What follows belongs to an exercise in optimizing a design on an open flow for small area, a short achievable clock period and few clock cycles; a production flow would make more cautious choices.
The RTL of this run was laid out without a check of its function.
No activity file was given, so power comes from the tool's default toggle rates.

--- design/flow/config.mk ---
export PLATFORM = sky130hd
export DESIGN_NAME = Top_convolution
export DESIGN_NICKNAME = Top_convolution
export VERILOG_FILES = /design/flow/design.v
export SDC_FILE = /design/flow/constraint.sdc
export NUM_CORES = 4
export LEC_CHECK = 0
export CAP_MARGIN = 20
export CORE_MARGIN = 2
export CORE_UTILIZATION = 60
export CTS_BUF_LIST = sky130_fd_sc_hd__clkbuf_8
export CTS_CLUSTER_SIZE = 30
export SLEW_MARGIN = 20
export SYNTH_HIERARCHICAL = 1
export SYNTH_MINIMUM_KEEP_SIZE = 0
--- design/flow/constraint.sdc ---
create_clock -name core_clock -period 11.0 [get_ports {clk}]
set_input_delay 2.2000 -clock core_clock [delete_from_list [all_inputs] [get_ports {clk}]]
set_output_delay 2.2000 -clock core_clock [all_outputs]
set_load 0.01 [all_outputs]
--- design/flow/design.v ---
module Filter(
	input [7:0] up,
	input [7:0] left,
	input [7:0] center,
	input [7:0] right,
	input [7:0] down,
	output [8:0] out
    );
	wire [10:0] lap = {1'b0, center, 2'b00} - ({3'b0, up} + {3'b0, left} + {3'b0, right} + {3'b0, down});
	assign out = lap[10:2];
endmodule
module convolution(
	input clk,
	input [8:0] a,
	input [8:0] b,
	input restart,
	output reg [22:0] s,
	output reg [22:0] c
    );
	wire [22:0] sa = restart ? 23'h206000 : s;
	wire [22:0] ca = restart ? 23'h0 : c;
	wire t0;
	wire t1;
	wire t2;
	wire t3;
	wire t4;
	wire t5;
	wire t6;
	wire t7;
	wire t8;
	wire t9;
	wire t10;
	wire t11;
	wire t12;
	wire t13;
	wire t14;
	wire t15;
	wire t16;
	wire t17;
	wire t18;
	wire t19;
	wire t20;
	wire t21;
	wire t22;
	wire t23;
	wire t24;
	wire t25;
	wire t26;
	wire t27;
	wire t28;
	wire t29;
	wire t30;
	wire t31;
	wire t32;
	wire t33;
	wire t34;
	wire t35;
	wire t36;
	wire t37;
	wire t38;
	wire t39;
	wire t40;
	wire t41;
	wire t42;
	wire t43;
	wire t44;
	wire t45;
	wire t46;
	wire t47;
	wire t48;
	wire t49;
	wire t50;
	wire t51;
	wire t52;
	wire t53;
	wire t54;
	wire t55;
	wire t56;
	wire t57;
	wire t58;
	wire t59;
	wire t60;
	wire t61;
	wire t62;
	wire t63;
	wire t64;
	wire t65;
	wire t66;
	wire t67;
	wire t68;
	wire t69;
	wire t70;
	wire t71;
	wire t72;
	wire t73;
	wire t74;
	wire t75;
	wire t76;
	wire t77;
	wire t78;
	wire t79;
	wire t80;
	wire t81;
	wire t82;
	wire t83;
	wire t84;
	wire t85;
	wire t86;
	wire t87;
	wire t88;
	wire t89;
	wire t90;
	wire t91;
	wire t92;
	wire t93;
	wire t94;
	wire t95;
	wire t96;
	wire t97;
	wire t98;
	wire t99;
	wire t100;
	wire t101;
	wire t102;
	wire t103;
	wire t104;
	wire t105;
	wire t106;
	wire t107;
	wire t108;
	wire t109;
	wire t110;
	wire t111;
	wire t112;
	wire t113;
	wire t114;
	wire t115;
	wire t116;
	wire t117;
	wire t118;
	wire t119;
	wire t120;
	wire t121;
	wire t122;
	wire t123;
	wire t124;
	wire t125;
	wire t126;
	wire t127;
	wire t128;
	wire t129;
	wire t130;
	wire t131;
	wire t132;
	wire t133;
	wire t134;
	wire t135;
	wire t136;
	wire t137;
	wire t138;
	wire t139;
	wire t140;
	wire t141;
	wire t142;
	wire t143;
	wire t144;
	wire t145;
	wire t146;
	wire t147;
	wire t148;
	wire t149;
	wire t150;
	wire t151;
	wire t152;
	wire t153;
	wire t154;
	wire t155;
	wire t156;
	wire t157;
	wire t158;
	wire t159;
	wire t160;
	wire t161;
	wire t162;
	wire t163;
	wire t164;
	wire t165;
	wire t166;
	wire t167;
	wire t168;
	wire t169;
	wire t170;
	wire t171;
	wire t172;
	wire t173;
	wire t174;
	wire t175;
	wire t176;
	wire t177;
	wire t178;
	wire t179;
	wire t180;
	wire t181;
	wire t182;
	wire t183;
	wire t184;
	wire t185;
	wire t186;
	wire t187;
	wire t188;
	wire t189;
	hadd u1 (.a((a[0] & b[7])), .b((a[1] & b[6])), .s(t0), .co(t1));
	fadd u2 (.a((a[1] & b[7])), .b((a[2] & b[6])), .c((a[3] & b[5])), .s(t2), .co(t3));
	hadd u3 (.a((a[4] & b[4])), .b((a[5] & b[3])), .s(t4), .co(t5));
	fadd u4 (.a((a[2] & b[7])), .b((a[3] & b[6])), .c((a[4] & b[5])), .s(t6), .co(t7));
	hadd u5 (.a((a[5] & b[4])), .b((a[6] & b[3])), .s(t8), .co(t9));
	fadd u6 (.a((a[3] & b[7])), .b((a[4] & b[6])), .c((a[5] & b[5])), .s(t10), .co(t11));
	hadd u7 (.a((a[0] & b[4])), .b((a[1] & b[3])), .s(t12), .co(t13));
	fadd u8 (.a((a[0] & b[5])), .b((a[1] & b[4])), .c((a[2] & b[3])), .s(t14), .co(t15));
	hadd u9 (.a((a[3] & b[2])), .b((a[4] & b[1])), .s(t16), .co(t17));
	fadd u10 (.a((a[0] & b[6])), .b((a[1] & b[5])), .c((a[2] & b[4])), .s(t18), .co(t19));
	fadd u11 (.a((a[3] & b[3])), .b((a[4] & b[2])), .c((a[5] & b[1])), .s(t20), .co(t21));
	hadd u12 (.a((a[6] & b[0])), .b(sa[6]), .s(t22), .co(t23));
	fadd u13 (.a(t0), .b((a[2] & b[5])), .c((a[3] & b[4])), .s(t24), .co(t25));
	fadd u14 (.a((a[4] & b[3])), .b((a[5] & b[2])), .c((a[6] & b[1])), .s(t26), .co(t27));
	fadd u15 (.a((a[7] & b[0])), .b(sa[7]), .c(ca[7]), .s(t28), .co(t29));
	fadd u16 (.a(t1), .b(t2), .c(t4), .s(t30), .co(t31));
	fadd u17 (.a((a[6] & b[2])), .b((a[7] & b[1])), .c(~(a[0] & b[8])), .s(t32), .co(t33));
	fadd u18 (.a(~(a[8] & b[0])), .b(sa[8]), .c(ca[8]), .s(t34), .co(t35));
	fadd u19 (.a(t3), .b(t5), .c(t6), .s(t36), .co(t37));
	fadd u20 (.a(t8), .b((a[7] & b[2])), .c(~(a[1] & b[8])), .s(t38), .co(t39));
	fadd u21 (.a(~(a[8] & b[1])), .b(sa[9]), .c(ca[9]), .s(t40), .co(t41));
	fadd u22 (.a(t7), .b(t9), .c(t10), .s(t42), .co(t43));
	fadd u23 (.a((a[6] & b[4])), .b((a[7] & b[3])), .c(~(a[2] & b[8])), .s(t44), .co(t45));
	fadd u24 (.a(~(a[8] & b[2])), .b(sa[10]), .c(ca[10]), .s(t46), .co(t47));
	fadd u25 (.a(t11), .b((a[4] & b[7])), .c((a[5] & b[6])), .s(t48), .co(t49));
	fadd u26 (.a((a[6] & b[5])), .b((a[7] & b[4])), .c(~(a[3] & b[8])), .s(t50), .co(t51));
	fadd u27 (.a(~(a[8] & b[3])), .b(sa[11]), .c(ca[11]), .s(t52), .co(t53));
	fadd u28 (.a((a[5] & b[7])), .b((a[6] & b[6])), .c((a[7] & b[5])), .s(t54), .co(t55));
	fadd u29 (.a(~(a[4] & b[8])), .b(~(a[8] & b[4])), .c(sa[12]), .s(t56), .co(t57));
	fadd u30 (.a((a[6] & b[7])), .b((a[7] & b[6])), .c(~(a[5] & b[8])), .s(t58), .co(t59));
	hadd u31 (.a((a[0] & b[2])), .b((a[1] & b[1])), .s(t60), .co(t61));
	fadd u32 (.a((a[0] & b[3])), .b((a[1] & b[2])), .c((a[2] & b[1])), .s(t62), .co(t63));
	hadd u33 (.a((a[3] & b[0])), .b(sa[3]), .s(t64), .co(t65));
	fadd u34 (.a(t12), .b((a[2] & b[2])), .c((a[3] & b[1])), .s(t66), .co(t67));
	fadd u35 (.a((a[4] & b[0])), .b(sa[4]), .c(ca[4]), .s(t68), .co(t69));
	fadd u36 (.a(t13), .b(t14), .c(t16), .s(t70), .co(t71));
	fadd u37 (.a((a[5] & b[0])), .b(sa[5]), .c(ca[5]), .s(t72), .co(t73));
	fadd u38 (.a(t15), .b(t17), .c(t18), .s(t74), .co(t75));
	fadd u39 (.a(t20), .b(t22), .c(ca[6]), .s(t76), .co(t77));
	fadd u40 (.a(t19), .b(t21), .c(t23), .s(t78), .co(t79));
	fadd u41 (.a(t24), .b(t26), .c(t28), .s(t80), .co(t81));
	fadd u42 (.a(t25), .b(t27), .c(t29), .s(t82), .co(t83));
	fadd u43 (.a(t30), .b(t32), .c(t34), .s(t84), .co(t85));
	fadd u44 (.a(t31), .b(t33), .c(t35), .s(t86), .co(t87));
	fadd u45 (.a(t36), .b(t38), .c(t40), .s(t88), .co(t89));
	fadd u46 (.a(t37), .b(t39), .c(t41), .s(t90), .co(t91));
	fadd u47 (.a(t42), .b(t44), .c(t46), .s(t92), .co(t93));
	fadd u48 (.a(t43), .b(t45), .c(t47), .s(t94), .co(t95));
	fadd u49 (.a(t48), .b(t50), .c(t52), .s(t96), .co(t97));
	fadd u50 (.a(t49), .b(t51), .c(t53), .s(t98), .co(t99));
	fadd u51 (.a(t54), .b(t56), .c(ca[12]), .s(t100), .co(t101));
	fadd u52 (.a(t55), .b(t57), .c(t58), .s(t102), .co(t103));
	fadd u53 (.a(~(a[8] & b[5])), .b(sa[13]), .c(ca[13]), .s(t104), .co(t105));
	fadd u54 (.a(t59), .b((a[7] & b[7])), .c(~(a[6] & b[8])), .s(t106), .co(t107));
	fadd u55 (.a(~(a[8] & b[6])), .b(sa[14]), .c(ca[14]), .s(t108), .co(t109));
	fadd u56 (.a(~(a[7] & b[8])), .b(~(a[8] & b[7])), .c(sa[15]), .s(t110), .co(t111));
	hadd u57 (.a((a[0] & b[1])), .b((a[1] & b[0])), .s(t112), .co(t113));
	fadd u58 (.a(t60), .b((a[2] & b[0])), .c(sa[2]), .s(t114), .co(t115));
	fadd u59 (.a(t61), .b(t62), .c(t64), .s(t116), .co(t117));
	fadd u60 (.a(t63), .b(t65), .c(t66), .s(t118), .co(t119));
	fadd u61 (.a(t67), .b(t69), .c(t70), .s(t120), .co(t121));
	fadd u62 (.a(t71), .b(t73), .c(t74), .s(t122), .co(t123));
	fadd u63 (.a(t75), .b(t77), .c(t78), .s(t124), .co(t125));
	fadd u64 (.a(t79), .b(t81), .c(t82), .s(t126), .co(t127));
	fadd u65 (.a(t83), .b(t85), .c(t86), .s(t128), .co(t129));
	fadd u66 (.a(t87), .b(t89), .c(t90), .s(t130), .co(t131));
	fadd u67 (.a(t91), .b(t93), .c(t94), .s(t132), .co(t133));
	fadd u68 (.a(t95), .b(t97), .c(t98), .s(t134), .co(t135));
	fadd u69 (.a(t99), .b(t101), .c(t102), .s(t136), .co(t137));
	fadd u70 (.a(t103), .b(t105), .c(t106), .s(t138), .co(t139));
	fadd u71 (.a(t107), .b(t109), .c(t110), .s(t140), .co(t141));
	fadd u72 (.a(t111), .b((a[8] & b[8])), .c(sa[16]), .s(t142), .co(t143));
	hadd u73 (.a((a[0] & b[0])), .b(sa[0]), .s(t144), .co(t145));
	fadd u74 (.a(t112), .b(sa[1]), .c(ca[1]), .s(t146), .co(t147));
	fadd u75 (.a(t113), .b(t114), .c(ca[2]), .s(t148), .co(t149));
	fadd u76 (.a(t115), .b(t116), .c(ca[3]), .s(t150), .co(t151));
	fadd u77 (.a(t117), .b(t118), .c(t68), .s(t152), .co(t153));
	fadd u78 (.a(t119), .b(t120), .c(t72), .s(t154), .co(t155));
	fadd u79 (.a(t121), .b(t122), .c(t76), .s(t156), .co(t157));
	fadd u80 (.a(t123), .b(t124), .c(t80), .s(t158), .co(t159));
	fadd u81 (.a(t125), .b(t126), .c(t84), .s(t160), .co(t161));
	fadd u82 (.a(t127), .b(t128), .c(t88), .s(t162), .co(t163));
	fadd u83 (.a(t129), .b(t130), .c(t92), .s(t164), .co(t165));
	fadd u84 (.a(t131), .b(t132), .c(t96), .s(t166), .co(t167));
	fadd u85 (.a(t133), .b(t134), .c(t100), .s(t168), .co(t169));
	fadd u86 (.a(t135), .b(t136), .c(t104), .s(t170), .co(t171));
	fadd u87 (.a(t137), .b(t138), .c(t108), .s(t172), .co(t173));
	fadd u88 (.a(t139), .b(t140), .c(ca[15]), .s(t174), .co(t175));
	fadd u89 (.a(t141), .b(t142), .c(ca[16]), .s(t176), .co(t177));
	fadd u90 (.a(t143), .b(sa[17]), .c(ca[17]), .s(t178), .co(t179));
	hadd u91 (.a(sa[18]), .b(ca[18]), .s(t180), .co(t181));
	hadd u92 (.a(sa[19]), .b(ca[19]), .s(t182), .co(t183));
	hadd u93 (.a(sa[20]), .b(ca[20]), .s(t184), .co(t185));
	hadd u94 (.a(sa[21]), .b(ca[21]), .s(t186), .co(t187));
	hadd u95 (.a(sa[22]), .b(ca[22]), .s(t188), .co(t189));
	always @(posedge clk) begin
		s <= {t187, t185, t183, t181, t179, t177, t175, t173, t171, t169, t167, t165, t163, t161, t159, t157, t155, t153, t151, t149, t147, t145, t144};
		c <= {t188, t186, t184, t182, t180, t178, t176, t174, t172, t170, t168, t166, t164, t162, t160, t158, t156, t154, t152, t150, t148, t146, ca[0]};
	end
endmodule
module fadd(input a, input b, input c, output s, output co);
	assign s = a ^ b ^ c;
	assign co = (a & b) | (a & c) | (b & c);
endmodule
module hadd(input a, input b, output s, output co);
	assign s = a ^ b;
	assign co = a & b;
endmodule
module maxpool(
	input signed [22:0] in,
	output [20:0] out
    );
	wire ovf = (in[22:20] != 3'b000) && (in[22:20] != 3'b111);
	assign out = ovf ? (in[22] ? 21'h100000 : 21'h0fffff) : in[20:0];
endmodule
`timescale 1ns / 1ps
module Top_convolution(
	input clk,
	input rst,
	input start,
	input en,
	input [12:0] addr,
	output [20:0] out,
	output [20:0] max_pl,
	output reg done,
	output reg pat_en,
	output [9:0] pat_addr,
	input [7:0] pat_dout,
	output reg img_en,
	output [17:0] img_addr,
	input [7:0] img_dout,
	output reg pc_en,
	output reg pc_we,
	output [9:0] pc_addr,
	output [10:0] pc_din,
	input [10:0] pc_dout,
	output reg ic_en,
	output reg ic_we,
	output [17:0] ic_addr,
	output [10:0] ic_din,
	input [10:0] ic_dout,
	output pl_en,
	output pl_we,
	output [12:0] pl_addr,
	output [20:0] pl_din,
	input [20:0] pl_dout
    );
	localparam [2:0] S_IDLE = 0, S_FILT = 1, S_DRAIN = 2, S_CORR = 3, S_FIN = 4, S_DONE = 5;
	reg [2:0] state;
	reg [5:0] pc_a;
	reg [11:0] ic_a;
	reg pl_en_r, pl_we_r, pl_res;
	reg [12:0] pl_a;
	reg [8:0] fr_d;                  
	reg signed [20:0] cur_max, abs_max;
	assign pc_addr = {4'b0, pc_a};
	assign ic_addr = {6'b0, ic_a};
	assign pc_din = {fr_d[8], fr_d[8], fr_d};
	assign ic_din = {fr_d[8], fr_d[8], fr_d};
	assign pl_en = done ? en : pl_en_r;
	assign pl_addr = done ? addr : pl_a;
	assign pl_we = pl_we_r;
	assign pl_din = {cur_max[20:9], pl_res ? cur_max[8:0] : fr_d};
	assign out = pl_dout;
	assign max_pl = abs_max;
	reg fph;               
	reg [5:0] fr;          
	reg [2:0] fk;          
	reg [10:0] ra;         
	reg [5:0] fbase;       
	assign pat_addr = ra[9:0];
	assign img_addr = {7'b0, ra};
	wire [5:0] f_hlast = fph ? 6'd43 : 6'd9;
	wire [5:0] f_blast = fph ? 6'd30 : 6'd5;
	wire [5:0] f_wm6 = fph ? 6'd34 : 6'd2;
	reg t1_v, t1_ph, t1_rok;
	reg [2:0] t1_k;
	reg [5:0] t1_base, t1_r;
	reg t2_wr, t2_ph;
	reg [5:0] t2_col, t2_row;
	reg [119:0] T;
	wire [7:0] pix = t1_ph ? img_dout : pat_dout;
	always @(posedge clk)
		T <= {T[111:0], pix};
	wire [8:0] fval;
	Filter lap (
		.up(T[119:112]),
		.left(T[71:64]),
		.center(T[63:56]),
		.right(T[55:48]),
		.down(T[7:0]),
		.out(fval)
	);
	reg [2:0] ci;          
	reg [2:0] cj;          
	reg [4:0] cx;          
	reg [5:0] cy;          
	reg gpass, flush;
	reg [1:0] pkind;       
	reg [5:0] cprev, yprev;
	wire [5:0] ccur = {1'b0, cx} + {3'b0, cj};
	wire [5:0] tailrow = yprev + 6'd8 + {3'b0, ci};
	wire ctail = ~ci[2];
	wire corr_issue = (state == S_CORR);
	reg [2:0] c1_i, c2_i;
	reg [4:1] c3_sel;                   
	reg [4:0] c1_l, c2_l, c3_l, c3_r;   
	reg [1:0] c1_k, c2_k, c3_k;
	reg pend;              
	reg [5:0] blk;
	wire pl_wr_now = pend && !(corr_issue && ctail);
	reg [1:0] dcnt;
	always @(posedge clk) begin
		if (rst) begin
			state <= S_IDLE;
			done <= 0;
			pat_en <= 0; img_en <= 0;
			fph <= 0; fr <= 0; fk <= 0; ra <= 0; fbase <= 0;
			ci <= 0; cj <= 0; cx <= 0; cy <= 0; gpass <= 0; flush <= 0; pkind <= 0;
			dcnt <= 0;
		end else begin
			case (state)
			S_IDLE: if (start) begin
				state <= S_FILT;
				pat_en <= 1;
				fph <= 0; fr <= 0; fk <= 0; ra <= 0; fbase <= 0;
			end
			S_FILT: begin
				if (fk != 3'd6) begin
					fk <= fk + 3'd1;
					ra <= ra + 11'd1;
				end else begin
					fk <= 0;
					if (fr != f_hlast) begin
						fr <= fr + 6'd1;
						ra <= ra + {5'b0, f_wm6};
					end else begin
						fr <= 0;
						if (fbase != f_blast) begin
							fbase <= fbase + 6'd5;
							ra <= {5'b0, fbase + 6'd5};
						end else begin
							fbase <= 0;
							ra <= 0;
							if (!fph) begin
								fph <= 1;
								pat_en <= 0; img_en <= 1;
							end else begin
								img_en <= 0;
								state <= S_DRAIN;
								dcnt <= 0;
							end
						end
					end
				end
			end
			S_DRAIN: begin
				dcnt <= dcnt + 2'd1;
				if (dcnt == 2'd2) begin
					state <= S_CORR;
					ci <= 0; cj <= 0; cx <= 0; cy <= 0;
					gpass <= 1; flush <= 0; pkind <= 0;
				end
			end
			S_CORR: begin
				if (flush && ci == 3'd4)
					state <= S_FIN;
				ci <= ci + 3'd1;
				if (ci == 3'd7) begin
					cprev <= ccur;
					yprev <= cy;
					if (cj != 3'd5)
						cj <= cj + 3'd1;
					else begin
						cj <= 0;
						if (gpass) begin
							gpass <= 0;
							pkind <= 2'd1;
						end else begin
							pkind <= 2'd2;
							if (cx != 5'd29)
								cx <= cx + 5'd1;
							else begin
								cx <= 0;
								if (cy != 6'd30)
									cy <= cy + 6'd5;
								else
									flush <= 1;
							end
						end
					end
				end
			end
			S_FIN: begin
				if (blk == 6'd42 && !pend && !pl_we_r)
					state <= S_DONE;
			end
			S_DONE: done <= 1;
			default: state <= S_IDLE;
			endcase
		end
	end
	wire [5:0] t1_col = t1_base + {3'b0, t1_k} - 6'd1;
	always @(posedge clk) begin
		t1_ph <= fph; t1_base <= fbase; t1_r <= fr; t1_k <= fk;
		t1_rok <= (fr >= 6'd2);
		t2_ph <= t1_ph; t2_col <= t1_col; t2_row <= t1_r - 6'd2;
		c1_i <= ci; c2_i <= c1_i;
		c3_sel <= {c2_i < 3'd4, c2_i < 3'd3, c2_i < 3'd2, c2_i < 3'd1};
		c1_k <= pkind; c2_k <= c1_k; c3_k <= c2_k;
		if (rst) begin
			t1_v <= 0; t2_wr <= 0;
			c1_l <= 0; c2_l <= 0; c3_l <= 0; c3_r <= 0;
			pc_en <= 0; pc_we <= 0; ic_en <= 0; ic_we <= 0;
			pl_en_r <= 0; pl_we_r <= 0; pl_res <= 0;
		end else begin
			t1_v <= (state == S_FILT);
			t2_wr <= t1_v && t1_rok && (t1_k != 3'd0) && (t1_k != 3'd6) && (t1_ph || t1_col < 6'd6);
			c1_l <= (corr_issue && cj == 3'd0 && ci <= 3'd4) ? (5'd1 << ci) : 5'd0;
			c2_l <= c1_l; c3_l <= c2_l; c3_r <= c2_l;
			fr_d <= fval;
			pl_res <= corr_issue || state == S_FIN;
			if (t2_wr) begin
				pc_en <= !t2_ph; pc_we <= !t2_ph;
				ic_en <= t2_ph; ic_we <= t2_ph;
				pc_a <= {t2_col[2:0], t2_row[2:0]};
				ic_a <= {t2_col, t2_row};
			end else begin
				pc_en <= corr_issue; pc_we <= 0;
				ic_en <= corr_issue; ic_we <= 0;
				if (gpass) begin
					pc_a <= {2'b0, (cj != 3'd0 || ci != 3'd0), 3'b0};
					ic_a <= {5'b0, (cj != 3'd0 || ci != 3'd0), 6'b0};
				end else begin
					pc_a <= {cj, ci};
					ic_a <= {ccur, cy + {3'b0, ci}};
				end
			end
			if (t2_wr) begin
				pl_en_r <= t2_ph; pl_we_r <= t2_ph;
				pl_a <= {1'b1, t2_col, t2_row};
			end else if (corr_issue && ctail) begin
				pl_en_r <= 1; pl_we_r <= 0;
				pl_a <= {1'b1, cprev, tailrow};
			end else begin
				pl_en_r <= pl_wr_now; pl_we_r <= pl_wr_now;
				pl_a <= {7'b0, blk};
			end
		end
	end
	reg [8:0] icr, plr, pcr;
	reg [8:0] pch1, pch2, pch3, pch4;
	always @(posedge clk) begin
		icr <= ic_dout[8:0];
		plr <= pl_dout[8:0];
		pcr <= pc_dout[8:0];
		pch1 <= pcr; pch2 <= pch1; pch3 <= pch2; pch4 <= pch3;
	end
	wire [22:0] s0, s1, s2, s3, s4, k0, k1, k2, k3, k4;
	convolution lane0 (.clk(clk), .a(icr), .b(pcr), .restart(c3_l[0]), .s(s0), .c(k0));
	convolution lane1 (.clk(clk), .a(c3_sel[1] ? plr : icr), .b(pch1), .restart(c3_l[1]), .s(s1), .c(k1));
	convolution lane2 (.clk(clk), .a(c3_sel[2] ? plr : icr), .b(pch2), .restart(c3_l[2]), .s(s2), .c(k2));
	convolution lane3 (.clk(clk), .a(c3_sel[3] ? plr : icr), .b(pch3), .restart(c3_l[3]), .s(s3), .c(k3));
	convolution lane4 (.clk(clk), .a(c3_sel[4] ? plr : icr), .b(pch4), .restart(c3_l[4]), .s(s4), .c(k4));
	wire [22:0] ssel = ({23{c3_r[0]}} & s0) | ({23{c3_r[1]}} & s1) | ({23{c3_r[2]}} & s2) |
	                   ({23{c3_r[3]}} & s3) | ({23{c3_r[4]}} & s4);
	wire [22:0] csel = ({23{c3_r[0]}} & k0) | ({23{c3_r[1]}} & k1) | ({23{c3_r[2]}} & k2) |
	                   ({23{c3_r[3]}} & k3) | ({23{c3_r[4]}} & k4);
	reg [22:0] res;
	reg r_l0;
	reg [1:0] r_k;
	wire [20:0] satv;
	maxpool sat (.in(res), .out(satv));
	wire signed [20:0] sv = satv;
	reg [4:0] pcnt;
	wire r_blk = (r_k == 2'd2);
	wire r_abs = r_blk || (r_k == 2'd1 && r_l0);
	wire signed [20:0] newmax = (pcnt == 5'd0 || sv > cur_max) ? sv : cur_max;
	always @(posedge clk) begin
		res <= ssel + csel;
		if (rst) begin
			r_l0 <= 0; r_k <= 0;
			pcnt <= 0; abs_max <= 0; pend <= 0; blk <= 0;
		end else begin
			r_l0 <= c3_r[0]; r_k <= (c3_r == 5'd0) ? 2'd0 : c3_k;
			if (r_blk) begin
				cur_max <= newmax;
				pcnt <= (pcnt == 5'd24) ? 5'd0 : pcnt + 5'd1;
			end
			if (r_blk && pcnt == 5'd24)
				pend <= 1;
			else if (pl_wr_now && !t2_wr)
				pend <= 0;
			if (pl_wr_now && !t2_wr)
				blk <= blk + 6'd1;
			if (r_abs && sv > abs_max)
				abs_max <= sv;
		end
	end
endmodule
--- design/flow/flow/run.sh ---
#!/bin/bash
# The standard layout (standard.sh), with the port buffers made from
# buf_2 cells, and clock tree synthesis without dummy loads.
export BUFFER_PORTS_ARGS="-buffer_cell sky130_fd_sc_hd__buf_2"
export CTS_ARGS="-sink_clustering_enable -repair_clock_nets -dont_use_dummy_load -sink_clustering_size 30 -buf_list sky130_fd_sc_hd__clkbuf_8"
bash standard.sh > standard.log 2>&1
--- design/flow/standard.sh ---
#!/bin/bash
# synth_recipe.tcl (not shown) runs the flow's synth.tcl, then flattens the netlist and writes it again
# the make line also repeats each setting of config.mk as NAME=value (left out here)
make -C /OpenROAD-flow-scripts/flow DESIGN_CONFIG=/design/flow/config.mk WORK_HOME=/design/flow/orfs CLKGATE_MAP_FILE= SYNTH_SCRIPT=/design/flow/synth_recipe.tcl "${@:-finish}"
==> reports/qor_table.md <==
| Parameter | This run |
| --- | --- |
| Max-cap check violation count | 0 |
| Die extent in x | 253 um |
| Endpoint kind of the worst setup timing path | output pin |
| Post-cts repair resize count | 0 |
| Via count of the first global-routing pass | 25300 |
| Post-synth top flop | dfxtp_1 |
| Global Route Usage Sum | 27.6% |
| Proportion of layout cells with a drive suffix above 1 | 13.2% |
| Unrepaired setup endpoints after global routing | no |
| Later-pin clock latency in the skew report | 0.72 ns |
| Lkg Pwr | 17.5 nW |
| Slowest cell on crit path | mux2_2 |
| Period utilisation layout | 44.4% |
| TritonCTS clock tree | done |
| Data required time of the critical path | 8.80 ns |
| Core region area | 61500 um2 |
| Internal reg-to-reg setup slack | 6.89 ns |
| Largest clock skew in the final design | 0.0857 ns |
| Minimum setup slack after placement | 6.11 ns |
| Die area | 63900 um2 |
| Instance area at placement | 38200 um2 |
| Total power divided by cell area | 215 nW/um2 |
| Number of buffers created by CTS | 110 |
| I/O Buffers | 193 |
| Global-route wire length before repair | 137000 um |
| Crit path depth | 3 |
| Post-CTS Setup Repair Bufs | 0 |
| Series of cell instances along the critical path | buf_2 > mux2_2 > buf_2 |
| Count of standard-cell rows | 91 |
| Netlist Area Pre-Place | 37200 um2 |
| Clock share of power | 20.4% |
| Initial drt markers | 1506 |
| Transition at the pin with the smallest max-transition slack | 1.07 ns |
| Number of remaining DRC errors | 0 |
| Clock-pin transition on the worst setup and hold timing paths | 0.05 ns |
| Worst Hold Path Cells | 0 |
| Total Wirelength | 85100 um |
| Count of final setup violators | 0 |
| Cell occurring most often along the worst timing path | buf_2 |
| Count of nets left with antenna violations after detail routing | 0 |
| Synth top area share | 31.9% |
| Minimum setup slack in the final design | 6.11 ns |
| Number of antenna violations at the first check in global routing | 2 |
| Post-layout net count | 4089 |
| Final Power | 8.55 mW |
| Routed length per placed instance | 20.3 um |
| Arrival time at the worst endpoint | 2.69 ns |
| Part of the Yosys area used for sequential elements | 37.8% |
| Mean cell area of the mapped netlist | 11.4 um2 |
| Total congestion overflow after global routing | 0 |
| Period minus WS final | 4.89 ns |
| Buffering stage count on the worst path with inverters included | 2 |
| Number of hold-repair buffers added at the cts stage | 0 |
| Synthesized flop and latch total | 666 |
| Synth cell types | 79 |
| Largest cells by area after synthesis | dfxtp_1 32%, fa_1 23%, ha_1 6.2% |
| Startpoint class of the critical path | primary input |
| I/O pins | 239 |
| Result of the run | complete, no violations |
| Internal | 5.60 mW |
| Design area | 39700 um2 |
| Largest stage delay on the critical path | 0.25 ns |
| Number of enable-type register cells in the synthesized netlist | 73 |
| Sink Count | 666 |
| Hold/Removal Path Class | reg2reg |
| Fraction of power spent switching nets | 34.5% |
| Achievable clock frequency | 205 MHz |
| Number of H-tree levels | 3 |
| Combinational fraction of design power | 39.5% |
| Die extent in y | 253 um |
| Reg2Reg Depth | 12 |
| Slew headroom | 28.6% |
| Share of power burned in registers | 40.1% |
| Final Max Slew Viols | 0 |
| Count of mapped cells out of synthesis | 3259 |
| Pin count of the biggest net entering global routing | 93 |
| Switching pwr | 2.95 mW |
| HPWL after detailed placement | 64700 um |
| Biggest area consumer among synthesized cells | dfxtp_1 |
| Root buffer cell | clkbuf_8 |
| DRT Pass-1 Iters | 8 |
| Area growth syn-to-layout | 6.78% |
| Warning count from the yosys run | 8 |
| Gpl congestion | 0.919 |
| Filler cell count in the final layout | 4948 |
| Final Hold Viols | 0 |
| Clock buffer depth | 3 |
| Total Negative Setup Slacks | 0 ns |
| Via count | 23700 |
| Peak VDD IR | 0.000154 V |
| Category of cells accounting for the largest share of critical-path delay | multiplexers |
| Detailed-route vias per instance | 5.65 |
| Critical-path maximum fanout | 1 |
| Critical path type | in2out |
| Async set-or-reset flop fraction in the synthesized netlist | 0% |
| Initial Utilization | 60.4% |
[kinds of logic (layout without fill, tap and decap cells)]
| family | after synthesis | count (layout) | share of synthesized area, % |
|---|---|---|---|
| buffers and inverters | 344 | 468 | 4.54 |
| XOR/XNOR | 67 | 67 | 1.58 |
| flip-flops | 666 | 666 | 37.8 |
| AO/OA/AOI/OAI | 401 | 401 | 8.31 |
| other | 6 | 23 | 0.0606 |
| AND/OR/NAND/NOR | 1067 | 1067 | 15.6 |
| adder cells (fa/ha/maj) | 612 | 612 | 29.2 |
| multiplexers | 96 | 96 | 2.82 |
[layout make-up]
class	instances	area [um2]	share of cell area [%]
multi-input combinational	2265	21500	54.1
inverter	153	574	1.45
tap	790	988	2.49
clock buffer	110	1510	3.82
timing repair buffer	205	1060	2.66
sequential	666	14100	35.5
antenna	1	2.50	0.00631
[power by group through the flow]
stage	logic, mW	clock network (mW)	registers, mW
floorplan	2.52	0	3.33
global placement	3.22	0	3.46
detailed placement	3.38	0	3.46
CTS	3.44	1.80	3.43
global route	3.97	1.90	3.49
finish	3.37	1.74	3.43
[Yosys cell counts, drive strengths merged, types with 26 or more instances]
cell and instances:
nand2 212, nor2b 230, nor2 145, and2 331, mux2i 27, clkbuf 65, ha 185, o21ai 56
fa 427, buf 126, a22oi 53, xnor2 40, a222oi 44, dfxtp 593, nand3 26, a21o 30
inv 153, xor2 27, mux2 69, edfxtp 73, a21oi 84
[registers in the layout (all words and copies together) (netlist names), 23 cells and up]
register / count
T: 120
lane0.s: 23
lane1.s: 23
lane2.s: 23
lane3.s: 23
lane4.s: 23
res: 23
[cells in the final DEF, fill, tap and decap left out, types with 5 or more instances in the layout]
cell / count
a222oi_1: 44
edfxtp_1: 73
nor4_1: 5
xor2_1: 27
nand2_1: 212
fa_1: 427
or2_1: 16
o21a_1: 5
nand3_1: 26
a21oi_1: 81
nand4_1: 22
a31oi_1: 10
and2b_1: 5
clkbuf_8: 110
mux2_2: 69
nor3_1: 21
and2_1: 331
nor2b_1: 230
o22ai_2: 21
nand2b_1: 7
dfxtp_1: 587
nor2_1: 145
ha_1: 185
a2111oi_0: 5
o21ai_0: 56
buf_2: 193
a21o_1: 30
inv_1: 152
a22o_1: 12
dfxtp_2: 5
a211oi_1: 8
buf_4: 12
or3_1: 5
xnor2_1: 40
and3_1: 14
a22oi_1: 53
conb_1: 22
a21boi_2: 18
mux2i_1: 27
[stage by stage]
step | hold slack [ns] | utilization [%] | cells
after floorplan | 0.310 | - | 3275
after global placement | 0.310 | 62.1 | 4079
after global routing | 0.281 | 64.5 | 4190
after CTS | 0.272 | 64.5 | 4189
final | 0.276 | 64.5 | 4190
after detailed placement | 0.312 | 62.1 | 4079
[routing by layer]
layer	global-route usage (%)	up-vias	wire, um
met3	6.12	139	5050
met4	7.44	0	1980
met2	45.2	661	41000
met1	37.3	11900	37000
met5	0	-	0
li1	-	11000	-
[path summary, 6_finish.rpt]
check	start	endpoint
worst max-delay path	addr[1]	pl_addr[1]
worst min-delay path	T[46]$_DFF_P_	T[54]$_DFF_P_
worst max register to register	c3_r[1]$_SDFF_PP0_	res[22]$_DFF_P_
worst min register to register	T[46]$_DFF_P_	T[54]$_DFF_P_
[Yosys stat by module, one instance, submodules excluded]
module,flops+latches,cells inside,cell area (um2),copies in the design
Top_convolution,441,1697,18100,1
convolution,45,179,1690,5
Filter,0,120,1050,1
maxpool,0,72,633,1
fadd,0,1,20.0,400
hadd,0,1,12.5,75
[worst reg2reg max path, delay by kind of cell (launching register included)]
kind | cells | cell delay [ns]
compound gates | 5 | 1.49
buf+inv | 2 | 0.78
simple gates | 3 | 0.48
fa+ha+maj | 1 | 0.46
xor+xnor | 1 | 0.44
flops | 1 | 0.30

separate check: timing with driven ports:
In the flow no input, the clock included, has a driving cell. The finished layout below was timed again as built, in two steps.
Step 1 (the two cells are an assumption about what drives the block):
set clk [get_ports {clk}]
set_driving_cell -lib_cell sky130_fd_sc_hd__clkbuf_16 $clk
set_driving_cell -lib_cell sky130_fd_sc_hd__buf_2 [delete_from_list [all_inputs] $clk]
Step 2 moves the port delays by t, midway between the first and last clock arrival at a register: inputs arrive t later, outputs are due t later. That takes back most of the time a late clock gives input paths.
Three values: ideal, step 1, step 2; two values: the first two.
t, ns: 0.738
slack for setup (ns): 6.113 / 6.089 / 6.089
worst setup path after step 2: input to output
slew at the worst register clock pin (ns): 0.06 / 0.06
worst slew at a driven data input, ns: 0.07
After both steps this run still meets setup and hold. The setup slack of this run moves by -0.024 ns with the drivers and by -0.024 ns with both steps.
